This is an optimization exercise on Yosys and OpenROAD, whose aim is small area, a short achievable clock period and few clock cycles, not a production implementation. Only the layout flow was run in this run; the RTL was not checked for function there. Power is estimated from default activity; no workload was simulated.

## flow/run.sh

```bash
#!/bin/bash
# synth_recipe.tcl (not shown) runs the flow's synth.tcl, then flattens the netlist and writes it again
# the make line also repeats each setting of config.mk as NAME=value (left out here)
make -C /OpenROAD-flow-scripts/flow DESIGN_CONFIG=/design/flow/config.mk WORK_HOME=/design/flow/orfs CLKGATE_MAP_FILE= SYNTH_SCRIPT=/design/flow/synth_recipe.tcl finish
```

## flow/config.mk

```make
export PLATFORM = sky130hd
export DESIGN_NAME = layer1
export DESIGN_NICKNAME = layer1
export VERILOG_FILES = /design/flow/design.v
export SDC_FILE = /design/flow/constraint.sdc
export NUM_CORES = 4
export LEC_CHECK = 0
export ABC_CLOCK_PERIOD_IN_PS = 2500
export CAP_MARGIN = 20
export CORE_MARGIN = 2
export CORE_UTILIZATION = 40
export PLACE_DENSITY = 0.6
export SETUP_SLACK_MARGIN = 2.4
export SLEW_MARGIN = 20
```

## flow/constraint.sdc

```tcl
create_clock -name core_clock -period 5.0 [get_ports {clk}]
set_input_delay 1.0000 -clock core_clock [delete_from_list [all_inputs] [get_ports {clk}]]
set_output_delay 1.0000 -clock core_clock [all_outputs]
set_load 0.01 [all_outputs]
```

## flow/design.v

```verilog
module layer1(
input clk,
input reset_n,
input waitrequest,
input readdatavalid,
input [15:0] readdata,
output chipselect,
output [1:0] byteenable,
output reg read_n,
output reg write_n,
output reg [15:0] writedata,
output reg [31:0] address,
input ready,
output reg done
);
	localparam K  = 8;           
	localparam KW = 3;           
	localparam M  = 7;           
	localparam MW = 3;           
	localparam [10:0] IC0   = 11'd992;    
	localparam [10:0] ICEND = 11'd1776;   
	localparam [6:0]  Q0    = 7'd40;      
	localparam [6:0]  QEND  = 7'd65;      
	localparam [17:0] WB0   = 18'd400;    
	localparam [17:0] ROW   = 18'd784;    
	assign chipselect = 1'b1;
	assign byteenable = 2'b11;
	reg run;                  
	reg fin;                  
	reg clr;                  
	reg wph;                  
	reg rq_img, rq_wt, rq_wr;
	wire active = rq_img | rq_wt | rq_wr;
	wire stall  = active & waitrequest;
	reg [10:0] ic;            
	reg [6:0]  q;             
	reg [17:0] wb;            
	reg [KW-1:0] kk;          
	reg [MW-1:0] ahead;       
	reg [MW-1:0] avail;       
	reg [M-1:0]  mk;          
	reg [7:0] tg;
	reg [3:0] wp, rp;
	reg rdv_q, rtg_q;
	reg [15:0] rd_q;
	reg [15:0] acc [0:K-1];
	wire last_k = &kk;
	wire zc      = (avail != 0) & ~mk[0];
	wire bt      = rq_wt & last_k;
	wire cons_go = zc | bt;
	wire img_resp = rdv_q & rtg_q;
	wire wt_resp  = rdv_q & ~rtg_q;
	wire nz = |rd_q;
	function [M-1:0] mk_upd;
		input [M-1:0] m;
		input [MW-1:0] av;
		input c;
		input wr;
		input b;
		integer j;
		begin
			for (j = 0; j < M; j = j + 1) begin
				if (wr && av == j + c)
					mk_upd[j] = b;
				else if (c)
					mk_upd[j] = (j == M - 1) ? 1'b0 : m[j + 1];
				else
					mk_upd[j] = m[j];
			end
		end
	endfunction
	wire [M-1:0]  mk_go = mk_upd(mk, avail, cons_go, img_resp, nz);
	wire [M-1:0]  mk_st = mk_upd(mk, avail, zc, img_resp, nz);
	wire [MW-1:0] avail_go = avail + img_resp - cons_go;
	wire [MW-1:0] avail_st = avail + img_resp - zc;
	wire [MW-1:0] ahead_go = ahead + rq_img - cons_go;
	wire [MW-1:0] ahead_st = ahead - zc;
	wire p_bit   = cons_go ? mk[1] : mk[0];
	wire p_known = cons_go ? (avail > 1) : (avail != 0);
	wire ic_end  = rq_img ? (ic == ICEND - 1) : (ic == ICEND);
	wire nxt_wt  = (rq_wt & ~last_k) | (p_known & p_bit);
	wire nxt_img = ~nxt_wt & ~ic_end & (ahead_go != M);
	wire pass_end = run & ~clr & ~wph & ~active & (ic == ICEND) &
	                (ahead == 0) & (wp == rp) & ~rdv_q;
	wire wr_last  = rq_wr & last_k;
	wire job_end  = wr_last & (q == QEND - 1);
	reg [17:0] wb_step;
	always @(*) begin
		if (bt)
			wb_step = 18'd1 - ROW * (K - 1);
		else if (rq_wt | (rq_wr & ~last_k))
			wb_step = ROW;
		else if (zc)
			wb_step = 18'd1;
		else
			wb_step = 18'd0;
	end
	wire [17:0] wb_go = wb + wb_step;
	integer j;
	always @(posedge clk) begin
		if (!reset_n) begin
			run <= 1'b0;
			fin <= 1'b0;
			clr <= 1'b0;
			wph <= 1'b0;
			rq_img <= 1'b0;
			rq_wt <= 1'b0;
			rq_wr <= 1'b0;
		end else if (!run) begin
			if (fin) begin
				if (!ready) fin <= 1'b0;
			end else if (ready) begin
				run <= 1'b1;
				clr <= 1'b1;
				wph <= 1'b0;
			end
		end else if (clr) begin
			if (last_k) begin
				clr <= 1'b0;
				rq_img <= 1'b1;
			end
		end else if (!stall) begin
			if (wph) begin
				if (last_k) begin
					wph <= 1'b0;
					rq_wr <= 1'b0;
					if (job_end) begin
						run <= 1'b0;
						fin <= 1'b1;
					end else begin
						rq_img <= 1'b1;
					end
				end
			end else if (pass_end) begin
				wph <= 1'b1;
				rq_wr <= 1'b1;
			end else begin
				rq_wt <= nxt_wt;
				rq_img <= nxt_img;
			end
		end
	end
	always @(posedge clk) begin
		if (!run) begin
			ic <= IC0;
			q <= Q0;
			wb <= WB0;
			kk <= 0;
			ahead <= 0;
			avail <= 0;
			wp <= 0;
			rp <= 0;
		end else begin
			if (readdatavalid)
				rp <= rp + 1'b1;
			if (stall) begin
				ahead <= ahead_st;
				avail <= avail_st;
				mk <= mk_st;
				if (rq_img)
					wb <= wb_go;
			end else begin
				ahead <= ahead_go;
				avail <= avail_go;
				mk <= mk_go;
				wb <= wb_go;
				if (rq_img)
					ic <= ic + 1'b1;
				else if (wr_last)
					ic <= IC0;
				if (wr_last)
					q <= q + 1'b1;
				if (rq_wt | rq_wr | clr)
					kk <= kk + 1'b1;
				if (rq_img | rq_wt) begin
					wp <= wp + 1'b1;
					tg[wp[2:0]] <= rq_img;
				end
			end
		end
	end
	always @(posedge clk) begin
		rdv_q <= readdatavalid & run;
		rtg_q <= tg[rp[2:0]];
		rd_q <= readdata;
	end
	always @(posedge clk) begin
		if (wt_resp | clr | (rq_wr & ~waitrequest)) begin
			for (j = 0; j < K - 1; j = j + 1)
				acc[j] <= acc[j + 1];
			acc[K - 1] <= wt_resp ? acc[0] + rd_q : 16'd0;
		end
	end
	always @(*) begin
		read_n = ~(rq_img | rq_wt);
		write_n = ~rq_wr;
		address = ({32{rq_img}} & {12'd0, 8'h92, ic, 1'b0}) |
		          ({32{rq_wt}}  & {13'd0, wb, 1'b0}) |
		          ({32{rq_wr}}  & {12'd0, 9'hC3, q, kk, 1'b0});
		writedata = acc[0];
		done = fin & ready;
	end
endmodule
```

==> results.txt <==
# TYPE chip_impl_metric gauge
chip_impl_info{name="status",value="finished clean"} 1
chip_impl_metric{name="placement_rows",unit=""} 57
chip_impl_metric{name="finalClockSkew",unit="ns"} 0.00965
chip_impl_metric{name="final-max-slew-violation-count",unit=""} 0
chip_impl_metric{name="synth_seq_cells",unit=""} 221
chip_impl_info{name="rsz0062_at_grt",value="true"} 1
chip_impl_info{name="endpoint_kind",value="primary output"} 1
chip_impl_info{name="cp_top_family",value="compound AO/OA/AOI/OAI gates"} 1
chip_impl_metric{name="portion_of_total_power_attributed_to_combinational_logic",unit=""} 0.115
chip_impl_metric{name="critPathMaxFanout",unit=""} 6
chip_impl_metric{name="synth_warnings",unit=""} 2
chip_impl_metric{name="critical_path.n_buffers_inverters",unit=""} 3
chip_impl_metric{name="share_of_total_power_in_the_clock_network",unit=""} 0.385
chip_impl_info{name="synth_area_leader_cell",value="sky130_fd_sc_hd__edfxtp_1"} 1
chip_impl_info{name="root_buffer",value="sky130_fd_sc_hd__clkbuf_16"} 1
chip_impl_metric{name="grt_max_degree",unit=""} 47
chip_impl_metric{name="design.die.area",unit="um^2"} 26300
chip_impl_metric{name="synthesis.instances",unit=""} 873
chip_impl_metric{name="crit_path_max_incr_delay",unit="ns"} 0.43
chip_impl_metric{name="switchingPower",unit="uW"} 1030
chip_impl_metric{name="design.final.nets",unit=""} 1055
chip_impl_metric{name="post_synth_edffs",unit=""} 143
chip_impl_metric{name="placeableCoreArea",unit="um^2"} 24400
chip_impl_metric{name="die_height",unit="um"} 162
chip_impl_metric{name="cap_viol_max_count",unit=""} 0
chip_impl_metric{name="number_of_diodes",unit=""} 0
chip_impl_metric{name="post-place-ws",unit="ns"} 1.65
chip_impl_metric{name="routed_vias",unit=""} 7017
chip_impl_metric{name="pwr_density_cell",unit="nW/um^2"} 339
chip_impl_metric{name="worst_pin_slew",unit="ns"} 0.843
chip_impl_metric{name="routed_wl",unit="mm"} 22.2
chip_impl_metric{name="detail_route.vias_per_cell",unit=""} 5.28
chip_impl_metric{name="synthToLayoutAreaGrowth",unit="%"} 25.7
chip_impl_metric{name="final_critical_path_share_of_the_clock_period",unit=""} 0.545
chip_impl_info{name="mostFrequentLayoutCell",value="sky130_fd_sc_hd__edfxtp_1"} 1
chip_impl_metric{name="grt_antenna_before_repair",unit=""} 0
chip_impl_metric{name="htree_num_levels",unit=""} 1
chip_impl_metric{name="grt_first_pass_wirelength",unit="mm"} 34.8
chip_impl_metric{name="leakage_power",unit="uW"} 0.00480
chip_impl_info{name="worstSetupPathType",value="flip-flop to primary output"} 1
chip_impl_metric{name="grt-ovfl-total",unit=""} 0
chip_impl_metric{name="number_of_library_cell_types_mapped_by_synthesis",unit=""} 71
chip_impl_info{name="worst_hold_path_type",value="flip-flop to flip-flop"} 1
chip_impl_metric{name="dpl.hpwl",unit="mm"} 13.6
chip_impl_metric{name="timing.fmax",unit="GHz"} 0.367
chip_impl_info{name="worst_r2r_startpoint",value="kk[0]"} 1
chip_impl_metric{name="gp_congestion",unit=""} 0.836
chip_impl_metric{name="first_iter_violations",unit=""} 544
chip_impl_info{name="worstSetupStartpointType",value="flip-flop"} 1
chip_impl_metric{name="io_buffer_count",unit=""} 58
chip_impl_metric{name="worst_slack",unit="ns"} 2.28
chip_impl_metric{name="detail_route.drc_violations",unit=""} 0
chip_impl_metric{name="cts-buffers-inserted",unit=""} 24
chip_impl_metric{name="vdd_ir_drop_max",unit="mV"} 0.208
chip_impl_metric{name="yosys.area.top_type_share",unit=""} 0.430
chip_impl_metric{name="relative_slew_slack",unit=""} 0.438
chip_impl_metric{name="power.share.switching",unit=""} 0.241
chip_impl_metric{name="chip_width",unit="um"} 162
chip_impl_metric{name="clockBufferDepth",unit=""} 3
chip_impl_info{name="worst_hold_startpoint",value="acc[6][9]"} 1
chip_impl_metric{name="worstPathRequired",unit="ns"} 4.00
chip_impl_info{name="critical_path.cell_chain",value="buf_12 > a222oi_1 > inv_1 > buf_2"} 1
chip_impl_metric{name="synth_async_sr_flop_share",unit=""} 0
chip_impl_metric{name="grt_usage",unit=""} 0.164
chip_impl_metric{name="layout_min_cycle_time",unit="ns"} 2.72
chip_impl_metric{name="drt_first_pass_iters",unit=""} 7
chip_impl_metric{name="p_seq_frac",unit=""} 0.501
chip_impl_metric{name="grt_pass1_vias",unit=""} 6727
chip_impl_metric{name="starting_density_of_the_core",unit=""} 0.410
chip_impl_metric{name="clk_pin_slew_worst_paths",unit="ns"} 0.06
chip_impl_metric{name="crit_arrival",unit="ns"} 1.72
chip_impl_metric{name="report.final.setup_viol",unit=""} 0
chip_impl_metric{name="ios",unit=""} 75
chip_impl_metric{name="totalNegativeSetupSlack",unit="ns"} 0
chip_impl_metric{name="syn-mean-instance-area",unit="um^2"} 11.4
chip_impl_info{name="timing.critical_path.slowest_stage_cell",value="sky130_fd_sc_hd__a222oi_1"} 1
chip_impl_metric{name="finalHoldViolations",unit=""} 0
chip_impl_metric{name="cellInternalPower",unit="uW"} 3230
chip_impl_metric{name="yosysSeqAreaShare",unit=""} 0.586
chip_impl_metric{name="worst_skew_pair.late_latency",unit="ns"} 0.52
chip_impl_metric{name="routed_antenna_nets",unit=""} 0
chip_impl_metric{name="synth_area",unit="um^2"} 9990
chip_impl_info{name="worstSetupStartpoint",value="rq_img"} 1
chip_impl_info{name="tritoncts_clock_tree",value="done"} 1
chip_impl_info{name="layout_common_cells",value="143 x sky130_fd_sc_hd__edfxtp_1, 85 x sky130_fd_sc_hd__nor2_1, 73 x sky130_fd_sc_hd__nand2_1"} 1
chip_impl_metric{name="clock_sink_count",unit=""} 221
chip_impl_info{name="synth_top_cells_by_area",value="sky130_fd_sc_hd__edfxtp_1 43%, sky130_fd_sc_hd__dfxtp_1 16%, sky130_fd_sc_hd__ha_1 5.8%, sky130_fd_sc_hd__nor2_1 3.3%, sky130_fd_sc_hd__nand2_1 2.9%"} 1
chip_impl_metric{name="drive_above_1_share",unit=""} 0.199
chip_impl_info{name="dominantRegCellSynth",value="sky130_fd_sc_hd__edfxtp_1"} 1
chip_impl_metric{name="wl_per_instance",unit="um"} 16.7
routing by layer:
layer	vias to the layer above	track usage	part of all wire
li1	3401	-	-
met1	3375	0.226	0.45
met2	198	0.268	0.47
met3	43	0.0240	0.052
met4	0	0.0559	0.025
met5	-	0	0
through the flow:
step	hold slack, ns	instances	cell area (um^2)	utilization	power [uW]
detailed placement	0.405	1227	10900	0.447	2570
global placement	0.401	1227	10900	0.447	2570
global route	0.411	1328	12600	0.515	4430
floorplan	0.400	887	10100	-	2440
CTS	0.413	1319	12300	0.504	4280
finish	0.414	1328	12600	0.515	4250
cell type report:
cell class / count / area [um^2]
multi-input combinational: 579 / 4220
fill: 2162 / 11800
tap: 324 / 405
clock buffer: 37 / 679
sequential: 221 / 5880
clock inverter: 7 / 46.3
timing repair buffer: 121 / 1170
inverter: 39 / 158
cells by family after synthesis:
logic type      Yosys count  synth area share
simple gates            283             0.135
flops                   221             0.586
xor+xnor                 49            0.0430
mux                      20            0.0237
compound gates          162             0.109
fa+ha+maj                48            0.0616
buf+inv                  88            0.0406
other cells               2          0.000752
final timing paths:
path	to	slack [ns]	cells past startpoint
worst max-delay path	address[4]	2.28	4
worst min-delay path	acc[5][9]	0.41	0
worst max register to register	rq_img	2.31	15
worst min register to register	acc[5][9]	0.41	0
flip-flops by register name, summed over array words and instances, names as in the netlist:
name    flops
rq_img      1
clr         1
ahead       3
rp          4
mk          7
rtg_q       1
tg          8
run         1
kk          3
rq_wr       1
rq_wt       1
avail       3
wp          4
q           7
ic         11
wb         18
fin         1
rd_q       16
acc       128
rdv_q       1
wph         1
power by group through the flow:
stage               clock (uW)  sequential, uW  combinational [uW]
floorplan                    0            2150                 288
global placement             0            2170                 396
detailed placement           0            2170                 398
CTS                       1680            2130                 470
global route              1750            2140                 538
finish                    1630            2130                 488
synth_stat cells (all sizes together), types with 8 or more instances:
| cell | number |
|---|---|
| nor3 | 19 |
| a21oi | 42 |
| clkbuf | 24 |
| and3 | 13 |
| mux2 | 9 |
| xor2 | 26 |
| nand3 | 21 |
| ha | 46 |
| xnor2 | 23 |
| buf | 25 |
| or3 | 9 |
| a222oi | 10 |
| o21ai | 44 |
| nand4 | 12 |
| nor2b | 11 |
| edfxtp | 143 |
| nand2 | 77 |
| nand2b | 8 |
| inv | 39 |
| dfxtp | 78 |
| mux2i | 9 |
| nor2 | 87 |
what timing repair did:
item	4_1_cts	5_1_grt
hold buffers	0	0
setup endpoints to repair	131	33
gates resized for setup	124	47
setup buffers	43	9
gates cloned	5	0
pin swaps	29	33

static timing again, ports no longer ideal:
The flow's constraints put no driver on any port. The routed layout listed below was extracted and timed again, unchanged, in two steps. Step 1: set_driving_cell puts a clkbuf_16 on clk and a buf_2 on each other input, an assumption about the parent block. Step 2 times the ports against the registers' clock, not the clock port: input delays grow and output delays shrink by t, the midpoint of the rising clock arrivals with the driver on. Slacks: no drivers / after step 1 / after step 2; pairs: no drivers / after step 1.
t (ns): 0.564
setup slack, ns: 2.277 / 2.231 / 1.995
latest minus earliest clock arrival (ns): 0.011 / 0.011
worst data-port slew with drivers (ns): 0.04
After both steps setup and hold are still met in this run. The setup slack of this run moves by -0.046 ns with the drivers and by -0.282 ns with both steps.
